Source: an optimization exercise on an open RTL-to-GDS flow (aim: a short achievable clock period and few clock cycles). Production flows keep margins and buffers that such runs may drop. The RTL was checked by simulation tests, not by an equivalence proof against the original design. Power figures rest on the tool's default switching activity, not on a simulated workload.

File: flow/config.mk
export PLATFORM = sky130hd
export DESIGN_NAME = minirv_pipe
export DESIGN_NICKNAME = minirv_pipe
export VERILOG_FILES = /design/flow/design.v
export SDC_FILE = /design/flow/constraint.sdc
export NUM_CORES = 4
export LEC_CHECK = 0
export CAP_MARGIN = 20
export CORE_MARGIN = 2
export CORE_UTILIZATION = 40
export SLEW_MARGIN = 20
File: flow/run.sh
#!/bin/bash
# synth_recipe.tcl (not shown) runs the flow's synth.tcl, then flattens the netlist and writes it again
# the make line also repeats each setting of config.mk as NAME=value (left out here)
make -C /OpenROAD-flow-scripts/flow DESIGN_CONFIG=/design/flow/config.mk WORK_HOME=/design/flow/orfs CLKGATE_MAP_FILE= SYNTH_SCRIPT=/design/flow/synth_recipe.tcl finish
File: flow/design.v
module minirv_pipe(
input         clk,
input         rst_n,
output [31:0] imem_addr,
input  [31:0] imem_rdata,
output [31:0] dmem_addr,
output        dmem_we,
output [31:0] dmem_wdata,
input  [31:0] dmem_rdata,
output        debug_wb_have_inst,
output [31:0] debug_wb_pc,
output        debug_wb_ena,
output [4:0]  debug_wb_reg,
output [31:0] debug_wb_value
);
reg  [31:0] pc;
reg         id_valid;
reg  [31:0] id_inst;
reg  [31:0] id_pc;
reg         ex_valid;
reg  [31:0] ex_pc;
reg  [31:0] ex_rs1v, ex_rs2v;
reg  [31:0] ex_imm;
reg  [31:0] ex_pres;       
reg  [31:0] ex_btarget;    
reg  [4:0]  ex_rd;
reg         ex_wen, ex_fwen;
reg         ex_is_load, ex_is_store, ex_is_sbsh, ex_is_br, ex_is_jalr, ex_pred;
reg  [2:0]  ex_f3;
reg         ex_bsel_imm;
reg         ex_sel_add, ex_sub, ex_sel_sll, ex_sel_slt, ex_sel_sltu, ex_sel_xor,
            ex_sel_sr, ex_sra, ex_sel_or, ex_sel_and, ex_sel_pres;
reg         ex_f1_mem, ex_f1_wb, ex_f2_mem, ex_f2_wb;
reg         mem_valid;
reg  [31:0] mem_pc;
reg  [31:0] mem_result;    
reg  [31:0] mem_sdata;
reg  [4:0]  mem_rd;
reg         mem_wen, mem_fwen;
reg         mem_is_load, mem_is_sw, mem_is_sbsh;
reg  [2:0]  mem_f3;
reg         wb_valid;
reg  [31:0] wb_pc;
reg  [31:0] wb_result;     
reg  [31:0] wb_addr;
reg  [4:0]  wb_rd;
reg         wb_wen, wb_fwen, wb_is_sbsh;
reg  [32*32-1:32] rf;
wire [32*32-1:0] rf_all = {rf, 32'b0};
genvar gi;
generate
    for (gi = 1; gi < 32; gi = gi + 1) begin : g_rf
        always @(posedge clk or negedge rst_n) begin
            if (~rst_n)
                rf[gi*32 +: 32] <= 32'b0;
            else if (wb_valid && wb_fwen && wb_rd == gi)
                rf[gi*32 +: 32] <= wb_result;
        end
    end
endgenerate
wire [6:0] id_op   = id_inst[6:0];
wire [4:0] id_rd   = id_inst[11:7];
wire [2:0] id_f3   = id_inst[14:12];
wire [4:0] id_rs1  = id_inst[19:15];
wire [4:0] id_rs2  = id_inst[24:20];
wire id_lui   = id_op == 7'b0110111;
wire id_auipc = id_op == 7'b0010111;
wire id_jal   = id_op == 7'b1101111;
wire id_jalr  = id_op == 7'b1100111;
wire id_br    = id_op == 7'b1100011;
wire id_load  = id_op == 7'b0000011;
wire id_store = id_op == 7'b0100011;
wire id_opimm = id_op == 7'b0010011;
wire id_opr   = id_op == 7'b0110011;
wire id_wen   = id_lui | id_auipc | id_jal | id_jalr | id_load | id_opimm | id_opr;
wire id_fwen  = id_wen & (|id_rd);
wire id_use1  = id_jalr | id_br | id_load | id_store | id_opimm | id_opr;
wire id_use2  = id_br | id_store | id_opr;
wire [31:0] imm_i = {{20{id_inst[31]}}, id_inst[31:20]};
wire [31:0] imm_s = {{20{id_inst[31]}}, id_inst[31:25], id_inst[11:7]};
wire [31:0] imm_b = {{19{id_inst[31]}}, id_inst[31], id_inst[7], id_inst[30:25], id_inst[11:8], 1'b0};
wire [31:0] imm_u = {id_inst[31:12], 12'b0};
wire [31:0] imm_j = {{11{id_inst[31]}}, id_inst[31], id_inst[19:12], id_inst[20], id_inst[30:21], 1'b0};
wire [31:0] id_imm   = id_store ? imm_s : (id_lui | id_auipc) ? imm_u : imm_i;
wire [31:0] id_pcimm_off = id_jal ? imm_j : id_br ? imm_b : imm_u;
wire [31:0] id_pcimm = id_pc + id_pcimm_off;
wire [31:0] id_pc4   = id_pc + 32'd4;
wire [31:0] id_pres  = id_lui ? imm_u : id_auipc ? id_pcimm : id_pc4;
wire        id_pred  = id_br & id_inst[31];
wire [31:0] rf_r1 = rf_all[id_rs1*32 +: 32];
wire [31:0] rf_r2 = rf_all[id_rs2*32 +: 32];
wire        byp1  = wb_valid & wb_fwen & (wb_rd == id_rs1);
wire        byp2  = wb_valid & wb_fwen & (wb_rd == id_rs2);
wire [31:0] id_r1 = byp1 ? wb_result : rf_r1;
wire [31:0] id_r2 = byp2 ? wb_result : rf_r2;
wire f1_mem = ex_valid & ex_fwen & (ex_rd == id_rs1);
wire f2_mem = ex_valid & ex_fwen & (ex_rd == id_rs2);
wire f1_wb  = mem_valid & mem_fwen & (mem_rd == id_rs1) & ~f1_mem;
wire f2_wb  = mem_valid & mem_fwen & (mem_rd == id_rs2) & ~f2_mem;
wire load_use = id_valid & ex_valid & ex_is_load & (|ex_rd) &
                ((id_use1 & (ex_rd == id_rs1)) | (id_use2 & (ex_rd == id_rs2)));
wire stall_ex = mem_valid & mem_is_sbsh & ex_valid & (ex_is_load | ex_is_store);
wire stall_id = stall_ex | load_use;
wire id_redirect = id_valid & (id_jal | id_pred);
wire [31:0] a  = ex_f1_mem ? mem_result : ex_f1_wb ? wb_result : ex_rs1v;
wire [31:0] r2 = ex_f2_mem ? mem_result : ex_f2_wb ? wb_result : ex_rs2v;
wire [31:0] b  = ex_bsel_imm ? ex_imm : r2;
wire [31:0] sum   = a + (ex_sub ? ~b : b) + {31'b0, ex_sub};
wire        slt   = (a[31] ^ b[31]) ? a[31] : (a[30:0] < b[30:0]);
wire        sltu  = a < b;
wire [31:0] sll_r = a << b[4:0];
wire [63:0] sr_x  = {{32{ex_sra & a[31]}}, a} >> b[4:0];
wire [31:0] sr_r  = sr_x[31:0];
wire [31:0] ex_res =
      ({32{ex_sel_add }} & sum)
    | ({32{ex_sel_sll }} & sll_r)
    | ({32{ex_sel_slt }} & {31'b0, slt})
    | ({32{ex_sel_sltu}} & {31'b0, sltu})
    | ({32{ex_sel_xor }} & (a ^ b))
    | ({32{ex_sel_sr  }} & sr_r)
    | ({32{ex_sel_or  }} & (a | b))
    | ({32{ex_sel_and }} & (a & b))
    | ({32{ex_sel_pres}} & ex_pres);
wire br_eq  = a == r2;
wire br_lt  = (a[31] ^ r2[31]) ? a[31] : (a[30:0] < r2[30:0]);
wire br_ltu = a < r2;
reg  br_taken;
always @(*) begin
    case (ex_f3)
        3'b000:  br_taken = br_eq;
        3'b001:  br_taken = ~br_eq;
        3'b100:  br_taken = br_lt;
        3'b101:  br_taken = ~br_lt;
        3'b110:  br_taken = br_ltu;
        default: br_taken = ~br_ltu;
    endcase
end
wire [31:0] jalr_sum    = a + ex_imm;
wire        ex_redirect = ex_valid & (ex_is_jalr | (ex_is_br & (br_taken ^ ex_pred)));
wire [31:0] ex_target   = ex_is_jalr ? {jalr_sum[31:1], 1'b0} : (ex_pred ? ex_pres : ex_btarget);
wire [1:0]  ma = mem_result[1:0];
wire [31:0] rdata = dmem_rdata;
wire [7:0]  ld_b = ma[1] ? (ma[0] ? rdata[31:24] : rdata[23:16]) : (ma[0] ? rdata[15:8] : rdata[7:0]);
wire [15:0] ld_h = ma[1] ? rdata[31:16] : rdata[15:0];
reg  [31:0] ld_val;
always @(*) begin
    case (mem_f3)
        3'b000:  ld_val = {{24{ld_b[7]}}, ld_b};
        3'b100:  ld_val = {24'b0, ld_b};
        3'b001:  ld_val = {{16{ld_h[15]}}, ld_h};
        3'b101:  ld_val = {16'b0, ld_h};
        default: ld_val = rdata;
    endcase
end
wire [31:0] st_merged;
assign st_merged[7:0]   = (mem_f3[0] ? ~ma[1] : ma == 2'd0) ? mem_sdata[7:0]  : rdata[7:0];
assign st_merged[15:8]  = (mem_f3[0] ? ~ma[1] : ma == 2'd1) ? (mem_f3[0] ? mem_sdata[15:8] : mem_sdata[7:0]) : rdata[15:8];
assign st_merged[23:16] = (mem_f3[0] ?  ma[1] : ma == 2'd2) ? mem_sdata[7:0]  : rdata[23:16];
assign st_merged[31:24] = (mem_f3[0] ?  ma[1] : ma == 2'd3) ? (mem_f3[0] ? mem_sdata[15:8] : mem_sdata[7:0]) : rdata[31:24];
wire wb_pend = wb_valid & wb_is_sbsh;
assign dmem_addr  = wb_pend ? wb_addr : mem_result;
assign dmem_we    = wb_pend | (mem_valid & mem_is_sw);
assign dmem_wdata = wb_pend ? wb_result : mem_sdata;
assign imem_addr = pc;
assign debug_wb_have_inst = wb_valid;
assign debug_wb_pc        = wb_pc;
assign debug_wb_ena       = wb_wen;
assign debug_wb_reg       = wb_rd;
assign debug_wb_value     = wb_result;
always @(posedge clk or negedge rst_n) begin
    if (~rst_n) begin
        pc        <= 32'b0;
        id_valid  <= 1'b0;
        ex_valid  <= 1'b0;
        mem_valid <= 1'b0;
        wb_valid  <= 1'b0;
    end else begin
        if (ex_redirect)      pc <= ex_target;
        else if (stall_id)    pc <= pc;
        else if (id_redirect) pc <= id_pcimm;
        else                  pc <= pc + 32'd4;
        if (ex_redirect)      id_valid <= 1'b0;
        else if (stall_id)    id_valid <= id_valid;
        else                  id_valid <= ~id_redirect;
        if (stall_ex)         ex_valid <= ex_valid;
        else                  ex_valid <= id_valid & ~ex_redirect & ~load_use;
        mem_valid <= ex_valid & ~stall_ex;
        wb_valid  <= mem_valid;
    end
end
always @(posedge clk) begin
    if (~stall_id) begin
        id_inst <= imem_rdata;
        id_pc   <= pc;
    end
end
always @(posedge clk) begin
    if (stall_ex) begin
        ex_rs1v   <= a;
        ex_rs2v   <= r2;
        ex_f1_mem <= 1'b0;
        ex_f1_wb  <= 1'b0;
        ex_f2_mem <= 1'b0;
        ex_f2_wb  <= 1'b0;
    end else begin
        ex_pc       <= id_pc;
        ex_rs1v     <= id_r1;
        ex_rs2v     <= id_r2;
        ex_imm      <= id_imm;
        ex_pres     <= id_pres;
        ex_btarget  <= id_pcimm;
        ex_rd       <= id_rd;
        ex_wen      <= id_wen;
        ex_fwen     <= id_fwen;
        ex_is_load  <= id_load;
        ex_is_store <= id_store;
        ex_is_sbsh  <= id_store & ~id_f3[1];
        ex_is_br    <= id_br;
        ex_is_jalr  <= id_jalr;
        ex_pred     <= id_pred;
        ex_f3       <= id_f3;
        ex_bsel_imm <= ~(id_opr | id_br);
        ex_sel_add  <= id_load | id_store | ((id_opr | id_opimm) & id_f3 == 3'b000);
        ex_sub      <= id_opr & id_inst[30];
        ex_sel_sll  <= (id_opr | id_opimm) & id_f3 == 3'b001;
        ex_sel_slt  <= (id_opr | id_opimm) & id_f3 == 3'b010;
        ex_sel_sltu <= (id_opr | id_opimm) & id_f3 == 3'b011;
        ex_sel_xor  <= (id_opr | id_opimm) & id_f3 == 3'b100;
        ex_sel_sr   <= (id_opr | id_opimm) & id_f3 == 3'b101;
        ex_sra      <= id_inst[30];
        ex_sel_or   <= (id_opr | id_opimm) & id_f3 == 3'b110;
        ex_sel_and  <= (id_opr | id_opimm) & id_f3 == 3'b111;
        ex_sel_pres <= id_lui | id_auipc | id_jal | id_jalr;
        ex_f1_mem   <= f1_mem;
        ex_f1_wb    <= f1_wb;
        ex_f2_mem   <= f2_mem;
        ex_f2_wb    <= f2_wb;
    end
end
always @(posedge clk) begin
    mem_pc      <= ex_pc;
    mem_result  <= ex_res;
    mem_sdata   <= r2;
    mem_rd      <= ex_rd;
    mem_wen     <= ex_wen;
    mem_fwen    <= ex_fwen;
    mem_is_load <= ex_is_load;
    mem_is_sw   <= ex_is_store & ~ex_is_sbsh;
    mem_is_sbsh <= ex_is_sbsh;
    mem_f3      <= ex_f3;
end
always @(posedge clk) begin
    wb_pc      <= mem_pc;
    wb_result  <= mem_is_load ? ld_val : mem_is_sbsh ? st_merged : mem_result;
    wb_addr    <= mem_result;
    wb_rd      <= mem_rd;
    wb_wen     <= mem_wen;
    wb_fwen    <= mem_fwen;
    wb_is_sbsh <= mem_is_sbsh;
end
endmodule
File: flow/constraint.sdc
create_clock -name core_clock -period 11.0 [get_ports {clk}]
set_input_delay 2.2000 -clock core_clock [delete_from_list [all_inputs] [get_ports {clk}]]
set_output_delay 2.2000 -clock core_clock [all_outputs]
set_load 0.01 [all_outputs]
==> impl_metrics.py, run 1 <==
metrics = {
    "outcome": {
        "status": "complete, no violations",
    },
    "floorplan": {
        "rows": 171,
        "core_um2": 218000,
        "die_y_um": 472,
        "die_area_um2": 223000,
        "boundaryPins": 234,
        "die_w_um": 472,
        "start_util_pct": 40.3,
    },
    "worst_setup_path": {
        "slowest_delay_ns": 0.71,
        "crit_cells": 18,
        "startpoint": "ex_f2_wb",
        "rr_startpoint": "ex_f2_wb",
        "critPathMaxFanout": 33,
        "crit_family": "compound AO/OA/AOI/OAI gates",
        "required_ns": 11.75,
        "crit_path_end_kind": "flop",
        "timing.rr.end": "mem_result[28]",
        "crit_end": "mem_result[28]",
        "path_class": "flop to flop",
        "critPathBufInv": 3,
        "reg2reg_slack_ns": 5.03,
        "worstPathCellList": "buf_4 > mux2_2 > o211ai_1 > and2_2 > inv_2 > buf_4 > nand2_1 > nand2_1 > fa_1 > a21o_1 > a21oi_1 > o31a_1 > a21oi_1 > nand4_1 > nand4_1 > a311oi_1 > xnor2_1 > a221o_1",
        "crit_arrival_ns": 6.73,
        "slowest_stage": "and2_2",
        "rr_worst_depth": 18,
        "cp-start-kind": "flop",
    },
    "route": {
        "routed_wl_um": 329000,
        "drc": 0,
        "postRouteAntennaNets": 0,
        "vias": 64338,
        "wire_per_inst_um": 32.6,
        "viasPerCell": 6.37,
        "dr.pass1.iters": 7,
        "drtIter0Drc": 7142,
    },
    "yosys": {
        "synth-async-reset-ratio_pct": 67.3,
        "synth-edff-count": 219,
        "yosysTopAreaCellShare_pct": 29.3,
        "syn_area_um2": 87700,
        "synth_common_cells": "1103 x mux2_2, 1028 x dfrtp_1, 590 x mux4_2, 531 x a21oi_1, 459 x clkbuf_1",
        "synth_warnings": 1,
        "synth_seq_cells": 1528,
        "synth_seq_area_share_pct": 43.2,
        "ys_types": 86,
        "yosys-top-cells-area": "dfrtp_1 29%, mux4_2 15%, mux2_2 14%",
        "syn_inst": 7146,
        "syn_nets": 7440,
        "yosysMostFrequentCell": "mux2_2",
        "ys_dominant_reg_cell": "dfrtp_1",
        "postSynthAreaPerCell_um2": 12.3,
        "yosysTopAreaCell": "dfrtp_1",
    },
    "clocking": {
        "cts_htree_levels": 4,
        "hold_buffers": 0,
        "cts.clk_slew.worst_paths_ns": 0.06,
        "cts_buffer_depth": 3,
        "cts_resized": 0,
        "cts_buffers": 172,
        "root_buffer": "clkbuf_16",
        "post_cts_buffers": 0,
        "insertion_delay_ns": 0.89,
        "cts_tree": "built",
        "cts_sinks": 1528,
    },
    "sta": {
        "setup_viol": 0,
        "slew_violations": 0,
        "max_freq_mhz": 167,
        "hold_viol_final": 0,
        "finalWorstSetupSlack_ns": 5.03,
        "rsz0062_at_grt": "false",
        "final.setup.tns_ns": 0,
        "min_period_ns": 5.97,
        "slew_headroom_pct": 25.3,
        "fin_skew_ns": 0.0626,
        "worst_pin_slew_ns": 1.12,
        "min_period_over_period_pct": 54.3,
        "timing.hold.ws_ns": 0.315,
    },
    "global_route": {
        "antenna_found_initial": 13,
        "grt_pass1_vias": 63573,
        "grt_usage_pct": 29.1,
        "grt_max_degree": 183,
        "grt_overflow": 0,
        "grt_pass1_wl_um": 470000,
    },
    "power": {
        "p_leak_nw": 43.1,
        "p_total_mw": 14.8,
        "p_per_area_nw_per_um2": 150,
        "vdd_drop_max_mv": 0.171,
    },
    "place": {
        "placed_cells": 9794,
        "place_ws_ns": 5.21,
        "dp_hpwl_um": 218000,
        "place_area_um2": 93000,
        "place.gp.congestion": 1.02,
        "io_buffers": 233,
    },
    "layout": {
        "fin_util_pct": 45.4,
        "fin_nets": 7408,
        "drive_gt1_share_pct": 30.7,
        "area_growth_pct": 12.5,
        "finalNonFillerCells": 10105,
        "design_area_um2": 98700,
        "fillCellCount": 19611,
    },
    "hold_path": {
        "hold_depth": 0,
        "hold_class": "flop to flop",
    },
    "job": {
        "cap_violations": 0,
    },
}
==> worst min path at each step <==
stage,end,from,slack [ns]
2_1_floorplan,wb_pc[0],mem_pc[0],0.31
3_3_place_gp,wb_pc[8],mem_pc[8],0.31
3_5_place_dp,wb_pc[29],mem_pc[29],0.31
4_1_cts,mem_pc[5],ex_pc[5],0.31
5_1_grt,wb_pc[22],mem_pc[22],0.33
6_report,mem_pc[5],ex_pc[5],0.31
==> worst register-to-register path: cells and delay by family (launching register included) <==
kind            cells  cell delay, ns
fa+ha+maj           1            0.48
simple gates        5            1.42
xor+xnor            1            0.11
buf+inv             3            0.86
compound gates      7            2.22
flops               1            0.31
mux                 1            0.48
==> flip-flops by register name (all words and copies together), names as in the netlist, 3 cells and up <==
signal      flops
ex_rs2v        32
ex_btarget     31
mem_rd          5
ex_imm         32
rf            992
wb_pc          32
pc             32
mem_pc         32
wb_rd           5
ex_rs1v        32
ex_pc          32
id_pc          32
wb_addr        32
mem_sdata      32
mem_f3          3
ex_rd           5
ex_f3           3
mem_result     32
ex_pres        32
wb_result      32
id_inst        32
==> routing by layer <==
| metal | routed length (um) | global-route usage (%) |
|---|---|---|
| met5 | 76 | 0 |
| met4 | 17100 | 13.6 |
| met3 | 27700 | 6.01 |
| met2 | 149000 | 44.8 |
| met1 | 136000 | 39.2 |
==> kinds of logic after synthesis <==
kind of cell,synth area share [%]
muxes,33.1
DFF,43.2
AOI/OAI and AO/OA,9.56
and+or+nand+nor,5.74
buffers and inverters,3.54
adders and majority gates,3.28
xor gates and xnor gates,1.53
==> power breakdown <==
part / leakage (nW) / internal [mW] / switching, mW / total (mW)
clock: 2.77 / 3.35 / 2.47 / 5.82
combinational: 21.4 / 0.934 / 1.35 / 2.28
sequential: 19.0 / 6.25 / 0.478 / 6.73
total: 43.1 / 10.5 / 4.29 / 14.8
==> placed cells by master, fill, tap and decap left out, types with 21 or more instances in the layout <==
master | synthesis | final
o211ai_1 | 36 | 36
nor3_1 | 62 | 58
and2_1 | 23 | 22
buf_4 | 1 | 184
mux2i_1 | 334 | 334
a21o_1 | 79 | 79
nand2b_1 | 40 | 40
nor2b_1 | 60 | 60
o21ai_0 | 194 | 193
clkbuf_1 | 459 | 40
xnor2_1 | 110 | 110
o21a_1 | 44 | 42
nor2_1 | 347 | 327
mux4_2 | 590 | 590
inv_1 | 165 | 161
dfxtp_1 | 281 | 274
edfxtp_1 | 219 | 219
o22ai_1 | 28 | 28
ha_1 | 225 | 225
clkbuf_16 | 0 | 176
mux2_2 | 1103 | 1103
nand3_1 | 108 | 104
a22oi_1 | 30 | 30
a31oi_1 | 32 | 32
xor2_1 | 43 | 43
clkdlybuf4s50_1 | 0 | 232
clkbuf_8 | 0 | 32
dfrtp_1 | 1028 | 1028
and3_1 | 31 | 30
nand2_1 | 284 | 280
clkinv_2 | 0 | 21
a21oi_1 | 531 | 531
nand4_1 | 37 | 37
a211oi_1 | 130 | 128
==> area by class of cell <==
| class | instances | area, um^2 | share of cell area (%) |
|---|---|---|---|
| antenna | 6 | 15.0 | 0.0152 |
| clock buffer | 248 | 4990 | 5.06 |
| clock inverter | 57 | 656 | 0.664 |
| inverter | 171 | 648 | 0.657 |
| multi-input combinational | 4813 | 46900 | 47.6 |
| sequential | 1528 | 37900 | 38.4 |
| tap | 2854 | 3570 | 3.62 |
| timing repair buffer | 428 | 3930 | 3.98 |
Testbench counts, summed over its fixed seeds: cycles 216,643.
==> run 2: changes to the inputs <==
==> flow/flow/run.sh (new file) <==
#!/bin/bash
# Standard synthesis and layout; only the setup margin that repair_timing aims for is raised.
set -euo pipefail
bash standard.sh synth > synth.log 2>&1
bash standard.sh SETUP_SLACK_MARGIN=7 finish > layout.log 2>&1
==> flow/standard.sh (new file) <==
#!/bin/bash
# synth_recipe.tcl (not shown) runs the flow's synth.tcl, then flattens the netlist and writes it again
# the make line also repeats each setting of config.mk as NAME=value (left out here)
make -C /OpenROAD-flow-scripts/flow DESIGN_CONFIG=/design/flow/config.mk WORK_HOME=/design/flow/orfs CLKGATE_MAP_FILE= SYNTH_SCRIPT=/design/flow/synth_recipe.tcl "${@:-finish}"
removed: flow/run.sh
==> run 2 against run 1 <==
  * First-iteration DRC count grew 8.8%
  * Final cell count grew 3.5%
  * Non-clock buffer count grew 321
  * Routed wire length grew 11%
  * Fmax grew 30%
  * Total power grew 5.2%
  * Setup slack gained 1.4 ns
  * Clock-buffer cell count shrank 8
  * Global-route usage grew 2.8 points
  * Core utilization grew 3.5 points
  * Area after synthesis is the same
==> impl_metrics.py, run 2 <==
metrics = {
    "clocking": {
        "root_buffer": "clkbuf_16",
        "cts.clk_slew.worst_paths_ns": 0.06,
        "cts_buffer_depth": 3,
        "cts_htree_levels": 4,
        "insertion_delay_ns": 0.87,
        "cts_tree": "built",
        "hold_buffers": 0,
        "cts_sinks": 1528,
        "cts_buffers": 170,
    },
    "yosys": {
        "postSynthAreaPerCell_um2": 12.3,
        "syn_area_um2": 87700,
        "synth_common_cells": "1103 x mux2_2, 1028 x dfrtp_1, 590 x mux4_2, 531 x a21oi_1, 459 x clkbuf_1",
        "yosys-top-cells-area": "dfrtp_1 29%, mux4_2 15%, mux2_2 14%",
        "syn_nets": 7440,
        "synth-xor-area-share_pct": 1.53,
        "yosys.area_share.simple_pct": 5.74,
        "synth_seq_cells": 1528,
        "synth-async-reset-ratio_pct": 67.3,
        "synth-adder-area-share_pct": 3.28,
        "ys_dominant_reg_cell": "dfrtp_1",
        "synthMuxAreaShare_pct": 33.1,
        "synth-compound-area-share_pct": 9.56,
        "synth-edff-count": 219,
        "yosysMostFrequentCell": "mux2_2",
        "synth_seq_area_share_pct": 43.2,
        "yosysTopAreaCell": "dfrtp_1",
        "yosysTopAreaCellShare_pct": 29.3,
        "ys_types": 86,
        "syn_inst": 7146,
        "synth_warnings": 1,
        "synth_top_family_by_area": "multiplexers",
    },
    "layout": {
        "largest_reg_flops": 992,
        "regMostFlops": "rf",
        "final_common_cell": "mux2_2",
        "drive_gt1_share_pct": 40.3,
        "design_area_um2": 106000,
        "most-common-layout-cells": "1044 x mux2_2, 999 x dfrtp_1, 590 x mux4_2",
        "area_growth_pct": 21.3,
        "finalNonFillerCells": 10455,
        "fin_nets": 7732,
    },
    "power": {
        "p_total_mw": 15.6,
        "p_leak_nw": 46.6,
        "vdd_drop_max_mv": 0.167,
        "p_per_area_nw_per_um2": 147,
    },
    "worst_setup_path": {
        "cp-start-kind": "flop",
        "path_class": "flop to output port",
        "rr_startpoint": "id_inst[5]",
        "slowest_delay_ns": 0.45,
        "required_ns": 8.80,
        "crit_path_end_kind": "output port",
        "crit_family": "buffers and inverters",
        "cp_common_cell": "buf_12",
        "critPathBufInv": 4,
        "worstPathCellList": "nand2_8 > buf_12 > buf_12 > buf_16 > mux2_4 > buf_6",
        "slowest_stage": "dfrtp_2",
        "crit_arrival_ns": 2.41,
        "critPathMaxFanout": 6,
        "startpoint": "wb_valid",
    },
    "floorplan": {
        "die_area_um2": 223000,
        "die_y_um": 472,
        "boundaryPins": 234,
        "rows": 171,
        "die_w_um": 472,
        "start_util_pct": 40.3,
        "core_um2": 218000,
    },
    "outcome": {
        "status": "complete, no violations",
    },
    "route": {
        "postRouteAntennaNets": 0,
        "vias": 67477,
        "routed_wl_um": 364000,
        "drtIter0Drc": 7772,
        "wire_per_inst_um": 34.8,
        "viasPerCell": 6.45,
        "dr.pass1.iters": 6,
        "drc": 0,
    },
    "hold_path": {
        "worstHoldStart": "mem_pc[12]",
        "hold_class": "flop to flop",
    },
    "sta": {
        "rsz0062_at_grt": "true",
        "min_period_ns": 4.61,
        "hold_viol_final": 0,
        "final.setup.tns_ns": 0,
        "fin_skew_ns": 0.0662,
        "worst_pin_slew_ns": 1.15,
        "timing.hold.ws_ns": 0.325,
        "min_period_over_period_pct": 41.9,
        "max_freq_mhz": 217,
        "slew_headroom_pct": 22.7,
        "slew_violations": 0,
        "setup_viol": 0,
    },
    "place": {
        "place.gp.congestion": 1.04,
        "placed_cells": 9771,
        "place_area_um2": 93000,
        "io_buffers": 233,
        "dp_hpwl_um": 225000,
    },
    "global_route": {
        "grt_max_degree": 169,
        "antenna_found_initial": 23,
        "grt_usage_pct": 31.8,
        "grt_pass1_wl_um": 507000,
        "grt_pass1_vias": 65792,
        "grt_overflow": 0,
    },
    "job": {
        "cap_violations": 0,
    },
}
==> run 2: timing repair <==
item                                   4_1_cts  5_1_grt
setup buffers                              223       69
endpoints found under the hold margin        0        0
gates resized for setup                   1071      247
setup endpoints to repair                  355      479
pin swaps                                   82       89
gates cloned                                49        7
==> run 2: stage by stage <==
stage / setup WS [ns] / util (%)
2_1_floorplan: 6.98 / -
3_3_place_gp: 5.46 / 42.7
3_5_place_dp: 5.52 / 42.7
4_1_cts: 6.38 / 48.0
5_1_grt: 6.41 / 48.9
6_report: 6.39 / 48.9
==> run 2: worst register-to-register path: cells and delay by family, from the launching register on <==
kind,cells,cell delay [ns]
AOI/OAI and AO/OA,7,1.79
adders and majority gates,1,0.27
buffers and inverters,4,0.60
DFF,1,0.40
and+or+nand+nor,6,1.26
==> run 2: final cells by class <==
class	instances	area (um^2)
sequential	1528	38100
tap	2854	3570
timing repair inverter	1	8.76
antenna	13	32.5
fill	18895	111000
multi-input combinational	4817	49400
clock inverter	82	1030
timing repair buffer	749	8570
inverter	171	721
clock buffer	240	4960
==> run 2: worst paths after layout <==
kind | slack, ns | to | cells after the start
setup / recovery | 6.39 | dmem_wdata[0] | 6
hold / removal | 0.32 | wb_pc[12] | 0
min in group asynchronous | 1.45 | rf[961] | 1
max in group asynchronous | 7.43 | pc[2] | 3
hold reg to reg | 0.32 | wb_pc[12] | 0
setup reg to reg | 6.61 | pc[29] | 18
==> run 2: layer usage <==
metal	wire length, um	vias up	GRT usage [%]
met1	144000	35364	41.7
met2	163000	3588	48.3
li1	-	27644	-
met4	23900	18	18.6
met3	33000	863	7.21
met5	103	-	0
==> run 2: power by group <==
group / internal [mW] / total, mW / switching (mW)
logic: 1.18 / 2.76 / 1.58
registers: 6.26 / 6.74 / 0.479
clock network: 3.55 / 6.11 / 2.55
total: 11.0 / 15.6 / 4.61
==> run 2: kinds of logic (layout without fill, tap and decap cells) <==
group | after synthesis | in the layout
AOI/OAI and AO/OA | 1328 | 1331
xor gates and xnor gates | 153 | 153
adders and majority gates | 228 | 228
buffers and inverters | 805 | 1243
DFF | 1528 | 1528
muxes | 2027 | 2027
other | 0 | 13
and+or+nand+nor | 1077 | 1078
==> run 3: changes to the inputs <==
--- a/flow/design.v
+++ b/flow/design.v
@@ -18,4 +18,6 @@
 reg  [31:0] id_inst;
 reg  [31:0] id_pc;
+reg  [31:0] id_relimm;     
+reg         id_is_jal, id_is_br, id_off4, id_off8;
 reg         ex_valid;
 reg  [31:0] ex_pc;
@@ -32,4 +34,6 @@
             ex_sel_sr, ex_sra, ex_sel_or, ex_sel_and, ex_sel_pres;
 reg         ex_f1_mem, ex_f1_wb, ex_f2_mem, ex_f2_wb;
+reg         ex_skip8;      
+reg  [31:0] ex_jexp;       
 reg         mem_valid;
 reg  [31:0] mem_pc;
@@ -83,9 +87,9 @@
 wire [31:0] imm_j = {{11{id_inst[31]}}, id_inst[31], id_inst[19:12], id_inst[20], id_inst[30:21], 1'b0};
 wire [31:0] id_imm   = id_store ? imm_s : (id_lui | id_auipc) ? imm_u : imm_i;
-wire [31:0] id_pcimm_off = id_jal ? imm_j : id_br ? imm_b : imm_u;
-wire [31:0] id_pcimm = id_pc + id_pcimm_off;
+wire [31:0] id_pcimm = id_pc + id_relimm;
 wire [31:0] id_pc4   = id_pc + 32'd4;
 wire [31:0] id_pres  = id_lui ? imm_u : id_auipc ? id_pcimm : id_pc4;
-wire        id_pred  = id_br & id_inst[31];
+wire        id_pred  = id_is_br & id_inst[31];
+wire [31:0] id_jexp  = id_pc + 32'd8 - imm_i;
 wire [31:0] rf_r1 = rf_all[id_rs1*32 +: 32];
 wire [31:0] rf_r2 = rf_all[id_rs2*32 +: 32];
@@ -102,5 +106,5 @@
 wire stall_ex = mem_valid & mem_is_sbsh & ex_valid & (ex_is_load | ex_is_store);
 wire stall_id = stall_ex | load_use;
-wire id_redirect = id_valid & (id_jal | id_pred);
+wire id_redirect = id_valid & ((id_is_jal & ~id_off4) | id_pred);
 wire [31:0] a  = ex_f1_mem ? mem_result : ex_f1_wb ? wb_result : ex_rs1v;
 wire [31:0] r2 = ex_f2_mem ? mem_result : ex_f2_wb ? wb_result : ex_rs2v;
@@ -137,5 +141,7 @@
 end
 wire [31:0] jalr_sum    = a + ex_imm;
-wire        ex_redirect = ex_valid & (ex_is_jalr | (ex_is_br & (br_taken ^ ex_pred)));
+wire        jalr_skip   = a == ex_jexp;
+wire        ex_skip     = ex_valid & ((ex_is_jalr & jalr_skip) | (ex_is_br & ex_skip8 & br_taken));
+wire        ex_redirect = ex_valid & ((ex_is_jalr & ~jalr_skip) | (ex_is_br & ~ex_skip8 & (br_taken ^ ex_pred)));
 wire [31:0] ex_target   = ex_is_jalr ? {jalr_sum[31:1], 1'b0} : (ex_pred ? ex_pres : ex_btarget);
 wire [1:0]  ma = mem_result[1:0];
@@ -168,4 +174,10 @@
 assign debug_wb_reg       = wb_rd;
 assign debug_wb_value     = wb_result;
+wire [31:0] fi = imem_rdata;
+wire        if_jal = fi[6:0] == 7'b1101111;
+wire        if_br  = fi[6:0] == 7'b1100011;
+wire [31:0] if_relimm = if_jal ? {{11{fi[31]}}, fi[31], fi[19:12], fi[20], fi[30:21], 1'b0} :
+                        if_br  ? {{19{fi[31]}}, fi[31], fi[7], fi[30:25], fi[11:8], 1'b0} :
+                                 {fi[31:12], 12'b0};
 always @(posedge clk or negedge rst_n) begin
     if (~rst_n) begin
@@ -184,5 +196,5 @@
         else                  id_valid <= ~id_redirect;
         if (stall_ex)         ex_valid <= ex_valid;
-        else                  ex_valid <= id_valid & ~ex_redirect & ~load_use;
+        else                  ex_valid <= id_valid & ~ex_redirect & ~ex_skip & ~load_use;
         mem_valid <= ex_valid & ~stall_ex;
         wb_valid  <= mem_valid;
@@ -191,6 +203,11 @@
 always @(posedge clk) begin
     if (~stall_id) begin
-        id_inst <= imem_rdata;
-        id_pc   <= pc;
+        id_inst   <= imem_rdata;
+        id_pc     <= pc;
+        id_relimm <= if_relimm;
+        id_is_jal <= if_jal;
+        id_is_br  <= if_br;
+        id_off4   <= if_relimm == 32'd4;
+        id_off8   <= if_relimm == 32'd8;
     end
 end
@@ -216,5 +233,7 @@
         ex_is_store <= id_store;
         ex_is_sbsh  <= id_store & ~id_f3[1];
-        ex_is_br    <= id_br;
+        ex_is_br    <= id_is_br & ~id_off4;
+        ex_skip8    <= id_off8;
+        ex_jexp     <= id_jexp;
         ex_is_jalr  <= id_jalr;
         ex_pred     <= id_pred;
==> flow/flow/run.sh (replaced) <==
#!/bin/bash
# Standard synthesis and layout; only the setup margin that repair_timing aims for is raised.
set -euo pipefail
bash standard.sh synth > synth.log 2>&1
bash standard.sh SETUP_SLACK_MARGIN=8.5 finish > layout.log 2>&1
==> run 3 against run 2 <==
  * Die area increased by 4.1%
  * Clock skew increased by 0.0076 ns
  * Largest power group unchanged
  * Critical endpoint is now dmem_wdata[16]
  * Total power increased by 18%
  * Highest routed layer unchanged
  * Global-route usage increased by 3.4 points
==> impl_metrics.py, run 3 <==
metrics = {
    "global_route": {
        "grt_pass1_vias": 72490,
        "grt_overflow": 0,
        "antenna_found_initial": 49,
        "grt_pass1_wl_um": 576000,
        "grt_max_degree": 91,
        "grt_usage_pct": 35.3,
    },
    "yosys": {
        "synth-edff-count": 286,
        "synth_top_family_by_area": "multiplexers",
        "synth_seq_cells": 1595,
        "syn_nets": 7848,
        "postSynthAreaPerCell_um2": 12.2,
        "synth-async-reset-ratio_pct": 64.5,
        "synth_common_cells": "1106 x mux2_2, 1028 x dfrtp_1, 576 x mux4_2, 508 x a21oi_1",
        "synthMuxAreaShare_pct": 31.2,
        "synth_seq_area_share_pct": 43.7,
        "ys_dominant_reg_cell": "dfrtp_1",
        "synth_warnings": 1,
        "synth-xor-area-share_pct": 2.09,
        "ys_types": 94,
        "yosys.area_share.simple_pct": 5.99,
        "yosysMostFrequentCell": "mux2_2",
        "syn_inst": 7492,
        "yosys-top-cells-area": "dfrtp_1 28%, mux4_2 14%, mux2_2 14%",
        "synth-compound-area-share_pct": 9.52,
        "synth-adder-area-share_pct": 4.01,
        "yosysTopAreaCellShare_pct": 28.2,
        "yosysTopAreaCell": "dfrtp_1",
        "syn_area_um2": 91300,
    },
    "layout": {
        "regMostFlops": "rf",
        "largest_reg_flops": 992,
        "register_area_um2": 40200,
        "most-common-layout-cells": "1039 x mux2_2, 999 x dfrtp_1, 599 x buf_4",
        "drive_gt1_share_pct": 49.6,
        "area_growth_pct": 35.3,
        "fillCellCount": 18143,
        "fin_nets": 8807,
        "final_common_cell": "mux2_2",
        "design_area_um2": 124000,
        "multiInputGateArea_um2": 54100,
    },
    "worst_setup_path": {
        "rr_startpoint": "ex_f1_wb",
        "cp-start-kind": "flop",
        "crit_arrival_ns": 2.40,
        "critPathMaxFanout": 6,
        "reg2reg_slack_ns": 6.75,
        "timing.rr.end": "pc[26]",
        "path_class": "flop to output port",
        "rr_worst_depth": 21,
        "required_ns": 8.80,
        "crit_path_end_kind": "output port",
    },
    "route": {
        "wire_per_inst_um": 36.7,
        "dr.pass1.iters": 8,
        "postRouteAntennaNets": 0,
        "vias": 76466,
        "drtIter0Drc": 10944,
        "routed_wl_um": 427000,
        "viasPerCell": 6.57,
        "drc": 0,
    },
    "sta": {
        "setup_viol": 0,
        "hold_viol_final": 0,
        "rsz0062_at_grt": "true",
        "min_period_ns": 4.60,
        "final.setup.tns_ns": 0,
        "fin_skew_ns": 0.0738,
        "slew_violations": 0,
        "slew_headroom_pct": 19.0,
        "worst_pin_slew_ns": 1.22,
        "min_period_over_period_pct": 41.8,
        "max_freq_mhz": 218,
    },
    "clocking": {
        "cts.clk_slew.worst_paths_ns": 0.06,
        "cts_buffer_depth": 3,
        "root_buffer": "clkbuf_16",
        "cts_htree_levels": 4,
        "insertion_delay_ns": 0.89,
        "cts_sinks": 1595,
        "cts_buffers": 178,
        "cts_tree": "built",
    },
    "place": {
        "place_area_um2": 97900,
        "place.gp.congestion": 0.987,
        "io_buffers": 233,
        "dp_hpwl_um": 231000,
    },
    "power": {
        "p_seq_share_pct": 39.1,
        "p_leak_nw": 54.3,
        "power_frac_comb_pct": 25.3,
        "p_per_area_nw_per_um2": 150,
        "p_sw_mw": 5.85,
        "vdd_drop_max_mv": 0.182,
        "intPower_mw": 12.6,
        "p_clk_share_pct": 35.6,
        "p_sw_share_pct": 31.7,
    },
    "floorplan": {
        "die_y_um": 482,
        "rows": 175,
        "boundaryPins": 234,
        "core_um2": 227000,
        "start_util_pct": 40.2,
        "die_area_um2": 232000,
        "die_w_um": 482,
    },
    "job": {
        "cap_violations": 0,
    },
    "hold_path": {
        "worstHoldStart": "mem_pc[17]",
        "hold_class": "flop to flop",
        "hold_end": "wb_pc[17]",
        "hold_depth": 0,
    },
    "outcome": {
        "status": "complete, no violations",
    },
}
==> run 3: cell count changes after synthesis, moves of 42 or more <==
| cell | delta |
|---|---|
| ha_1 | +61 |
| nand2_1 | +71 |
| mux2i_1 | -50 |
| a211oi_1 | -42 |
| edfxtp_1 | +67 |
| xnor2_1 | +45 |
| nor2_1 | +109 |
==> run 3: layout make-up <==
cell class                 instances  share of cell area (%)
antenna                           17                  0.0344
clock buffer                     243                    4.20
clock inverter                    91                    1.03
inverter                         197                   0.734
multi-input combinational       5080                    43.8
sequential                      1595                    32.5
tap                             3009                    3.05
timing repair buffer            1394                    14.6
timing repair inverter             5                  0.0385
==> run 3: worst max path at each step <==
| stage | end | startpoint | slack (ns) |
|---|---|---|---|
| 2_1_floorplan | mem_result[16] | ex_f2_wb | 7.33 |
| 5_1_grt | dmem_wdata[16] | wb_valid | 6.41 |
| 4_1_cts | dmem_wdata[16] | wb_valid | 6.41 |
| 6_report | dmem_wdata[16] | wb_valid | 6.40 |
| 3_5_place_dp | mem_result[28] | ex_f2_wb | 5.73 |
| 3_3_place_gp | mem_result[4] | ex_f2_wb | 5.74 |
==> run 3: critical path: stages, from the launching register on <==
cell and delay [ns]:
dfrtp_2 0.44, nand2_8 0.13, buf_12 0.16, buf_16 0.15, buf_12 0.11, mux2_4 0.39, buf_6 0.15
==> run 3: kinds of logic (layout without fill, tap and decap cells) <==
family	count (synthesis)	after routing
xor+xnor	218	218
compound gates	1372	1372
flops	1595	1595
simple gates	1214	1218
fa+ha+maj	290	290
mux	1982	1982
other cells	0	17
buf+inv	821	1930
==> run 3: power groups by stage <==
stage	sequential [mW]	clock, mW	combinational (mW)
after floorplan	7.08	0	1.86
after global placement	7.49	0	2.88
after detailed placement	7.49	0	2.90
after CTS	7.21	6.62	4.16
after global routing	7.24	6.86	4.89
final	7.22	6.59	4.68
==> run 3: routing by layer <==
layer / share of wire, % / vias up / global-route usage [%]
met5: 0.086 / - / 0
met4: 7.7 / 52 / 21.9
met3: 13 / 1380 / 11.3
met2: 41 / 5510 / 49.5
met1: 38 / 39337 / 47.1
li1: - / 30187 / -
==> run 3: timing repair <==
| action | in CTS | in global routing |
|---|---|---|
| pin swaps | 276 | 267 |
| resized for setup | 2075 | 480 |
| cloned | 119 | 40 |
| endpoints found under the setup margin | 2308 | 1752 |
| setup buffers | 609 | 234 |
| hold buffers | 0 | 0 |
==> run 3: per-stage QoR <==
step | utilization (%) | hold WS (ns) | std cells | setup WS (ns) | power, mW
finish | 54.4 | 0.304 | 11631 | 6.40 | 18.5
detailed placement | 43.1 | 0.312 | 10277 | 5.73 | 10.4
global placement | 43.1 | 0.310 | 10277 | 5.74 | 10.4
floorplan | - | 0.310 | 7492 | 7.33 | 8.94
CTS | 52.2 | 0.306 | 11339 | 6.41 | 18.0
global route | 54.3 | 0.318 | 11615 | 6.41 | 19.0
Testbench counts of run 3, summed over its fixed seeds: cycles 207,790.
==> run 4: changes to the inputs <==
==> flow/flow/run.sh (replaced) <==
#!/bin/bash
# Standard synthesis and layout; only the setup margin that repair_timing aims for is raised.
set -euo pipefail
bash standard.sh synth > synth.log 2>&1
bash standard.sh SETUP_SLACK_MARGIN=7 finish > layout.log 2>&1
==> run 4 against run 3 <==
  * Still clean on timing, DRC and antenna
  * Register-to-register slack got worse by 0.05 ns
  * Sequential share of layout area up 4.0 points
  * Sequential power barely moved
  * Critical path depth increased by 1
  * Final cell count is 5.4% lower
  * Setup slack got worse by 0.088 ns
  * Clock-buffer cell count rose by 9
  * Critical endpoint is now dmem_addr[28]
  * Highest routed layer unchanged
==> impl_metrics.py, run 4 <==
metrics = {
    "yosys": {
        "postSynthAreaPerCell_um2": 12.2,
        "synth_seq_cells": 1595,
        "syn_area_um2": 91300,
        "synth-edff-count": 286,
        "syn_inst": 7492,
        "synth-compound-area-share_pct": 9.52,
        "synth_common_cells": "1106 x mux2_2, 1028 x dfrtp_1, 576 x mux4_2, 508 x a21oi_1",
        "ys_types": 94,
        "yosys-top-cells-area": "dfrtp_1 28%, mux4_2 14%, mux2_2 14%",
        "yosysMostFrequentCell": "mux2_2",
        "synth_warnings": 1,
        "ys_dominant_reg_cell": "dfrtp_1",
        "yosysTopAreaCellShare_pct": 28.2,
        "synth-adder-area-share_pct": 4.01,
        "synth-xor-area-share_pct": 2.09,
        "yosysTopAreaCell": "dfrtp_1",
        "yosys.area_share.simple_pct": 5.99,
        "synth-async-reset-ratio_pct": 64.5,
        "synthMuxAreaShare_pct": 31.2,
        "syn_nets": 7848,
        "synth_top_family_by_area": "multiplexers",
        "synth_seq_area_share_pct": 43.7,
    },
    "layout": {
        "final_common_cell": "mux2_2",
        "most-common-layout-cells": "1045 x mux2_2, 1004 x dfrtp_1, 576 x mux4_2",
        "fin_nets": 8191,
        "largest_reg_flops": 992,
        "area_growth_pct": 20.3,
        "drive_gt1_share_pct": 37.4,
        "regMostFlops": "rf",
        "design_area_um2": 110000,
        "fin_util_pct": 48.4,
    },
    "worst_setup_path": {
        "cp-start-kind": "flop",
        "path_class": "flop to output port",
        "crit_arrival_ns": 2.49,
        "startpoint": "wb_valid",
        "rr_startpoint": "ex_f2_wb",
        "critPathMaxFanout": 6,
        "required_ns": 8.80,
        "crit_path_end_kind": "output port",
    },
    "route": {
        "routed_wl_um": 374000,
        "drtIter0Drc": 8776,
        "viasPerCell": 6.37,
        "postRouteAntennaNets": 0,
        "drc": 0,
        "wire_per_inst_um": 34.0,
        "dr.pass1.iters": 8,
        "vias": 70139,
    },
    "global_route": {
        "grt_pass1_wl_um": 521000,
        "grt_max_degree": 192,
        "grt_overflow": 0,
        "grt_pass1_vias": 67932,
        "antenna_found_initial": 27,
        "grt_usage_pct": 31.6,
    },
    "place": {
        "place.gp.congestion": 1.01,
        "place_area_um2": 96900,
        "dp_hpwl_um": 230000,
        "io_buffers": 233,
    },
    "floorplan": {
        "rows": 175,
        "boundaryPins": 234,
        "die_w_um": 482,
        "start_util_pct": 40.2,
        "core_um2": 227000,
        "die_y_um": 482,
        "die_area_um2": 232000,
    },
    "sta": {
        "final.setup.tns_ns": 0,
        "slew_headroom_pct": 18.4,
        "max_freq_mhz": 213,
        "setup_viol": 0,
        "slew_violations": 0,
        "rsz0062_at_grt": "true",
        "min_period_ns": 4.69,
        "fin_skew_ns": 0.0870,
        "min_period_over_period_pct": 42.6,
        "hold_viol_final": 0,
        "timing.hold.ws_ns": 0.278,
        "worst_pin_slew_ns": 1.22,
    },
    "power": {
        "p_total_mw": 16.7,
        "p_per_area_nw_per_um2": 152,
        "vdd_drop_max_mv": 0.129,
        "p_leak_nw": 48.7,
    },
    "clocking": {
        "root_buffer": "clkbuf_16",
        "insertion_delay_ns": 0.88,
        "cts_htree_levels": 4,
        "cts_tree": "built",
        "cts_sinks": 1595,
        "cts.clk_slew.worst_paths_ns": 0.06,
        "cts_buffers": 178,
        "hold_buffers": 0,
        "cts_buffer_depth": 3,
    },
    "hold_path": {
        "hold_class": "flop to flop",
        "worstHoldStart": "mem_pc[28]",
    },
    "job": {
        "cap_violations": 0,
    },
    "outcome": {
        "status": "complete, no violations",
    },
}
run 4: cell counts after synthesis:
Identical to the previous run, type by type.
run 4: worst paths after layout:
path	end	cells past startpoint	slack, ns
worst max register to register	pc[23]	21	6.70
worst max-delay path	dmem_addr[28]	7	6.31
max in group asynchronous	rf[297]	4	7.49
worst min-delay path	wb_pc[28]	0	0.28
min in group asynchronous	rf[561]	1	1.41
worst min register to register	wb_pc[28]	0	0.28
run 4: power breakdown:
group / switching [mW] / internal [mW]
Clock: 2.69 / 3.61
Combinational: 1.84 / 1.31
Sequential: 0.584 / 6.65
run 4: metal layers:
layer  part of all wire (%)  GRT usage, %
met5                  0.057             0
met4                    5.8          16.2
met3                     11          8.72
met2                     44          46.4
met1                     40          42.6
run 4: cell type report:
| cell class | instances | area (um^2) |
|---|---|---|
| Sequential cell | 1595 | 40100 |
| Timing Repair inverter | 1 | 5.00 |
| Timing Repair Buffer | 782 | 8830 |
| Clock buffer | 252 | 5120 |
| Antenna cell | 10 | 25.0 |
| Fill cell | 19947 | 117000 |
| Inverter | 197 | 837 |
| Tap cell | 3009 | 3760 |
| Clock inverter | 77 | 1040 |
| Multi-Input combinational cell | 5080 | 50200 |
run 4: logic make-up after synthesis:
group,Yosys count
adders and majority gates,290
AOI/OAI and AO/OA,1372
and+or+nand+nor,1214
buffers and inverters,821
DFF,1595
muxes,1982
xor gates and xnor gates,218
run 4: through the flow:
stage	cells	worst slack [ns]
2_1_floorplan	7492	7.01
3_3_place_gp	10303	5.46
4_1_cts	10914	6.30
5_1_grt	10994	6.28
6_report	11003	6.31
3_5_place_dp	10303	5.38
run 4: timing repair:
action,CTS,global route
setup buffers,235,73
gates cloned,47,4
pin swaps,42,105
gates resized for setup,928,226
endpoints found under the setup margin,355,469
run 4: worst max-delay path, stage by stage, from the launching register on:
cell and delay [ns]:
dfrtp_2 0.49, nand2_8 0.13, buf_12 0.16, buf_12 0.13, buf_12 0.13, buf_16 0.14, mux2_4 0.30, buf_6 0.12

what the ideal ports hide:
How much do the figures lean on ideal ports? The routed layouts below were timed once more, with nothing changed but the port constraints. Step 1, drivers: a clkbuf_16 drives clk and a buf_2 each remaining input, both assumed. Step 2 times the ports against the registers' clock, not the clock port: input delays grow and output delays shrink by t, the midpoint of the rising clock arrivals with the driver on. a / b / c = ideal ports / drivers / drivers and shift; a / b = the first two.
| run | shift t [ns] | slack for setup (ns) | hold slack, ns | latest minus earliest clock arrival (ns) | worst data-port slew with drivers (ns) |
|---|---|---|---|---|---|
| run 1 | 0.946 | 5.025 / 5.025 / 5.025 | 0.315 / 0.315 / 0.315 | 0.070 / 0.070 | 0.06 |
| run 2 | 0.938 | 6.395 / 6.306 / 6.317 | 0.325 / 0.325 / 0.325 | 0.088 / 0.089 | 0.11 |
| run 3 | 0.950 | 6.402 / 6.308 / 6.751 | 0.304 / 0.304 / 0.304 | 0.075 / 0.075 | 0.19 |
| run 4 | 0.935 | 6.315 / 6.220 / 6.389 | 0.278 / 0.278 / 0.278 | 0.090 / 0.090 | 0.16 |
After both steps every run listed still meets setup and hold. The setup slack of run 2, which loses most, moves by -0.089 ns with the drivers and by -0.078 ns with both steps.
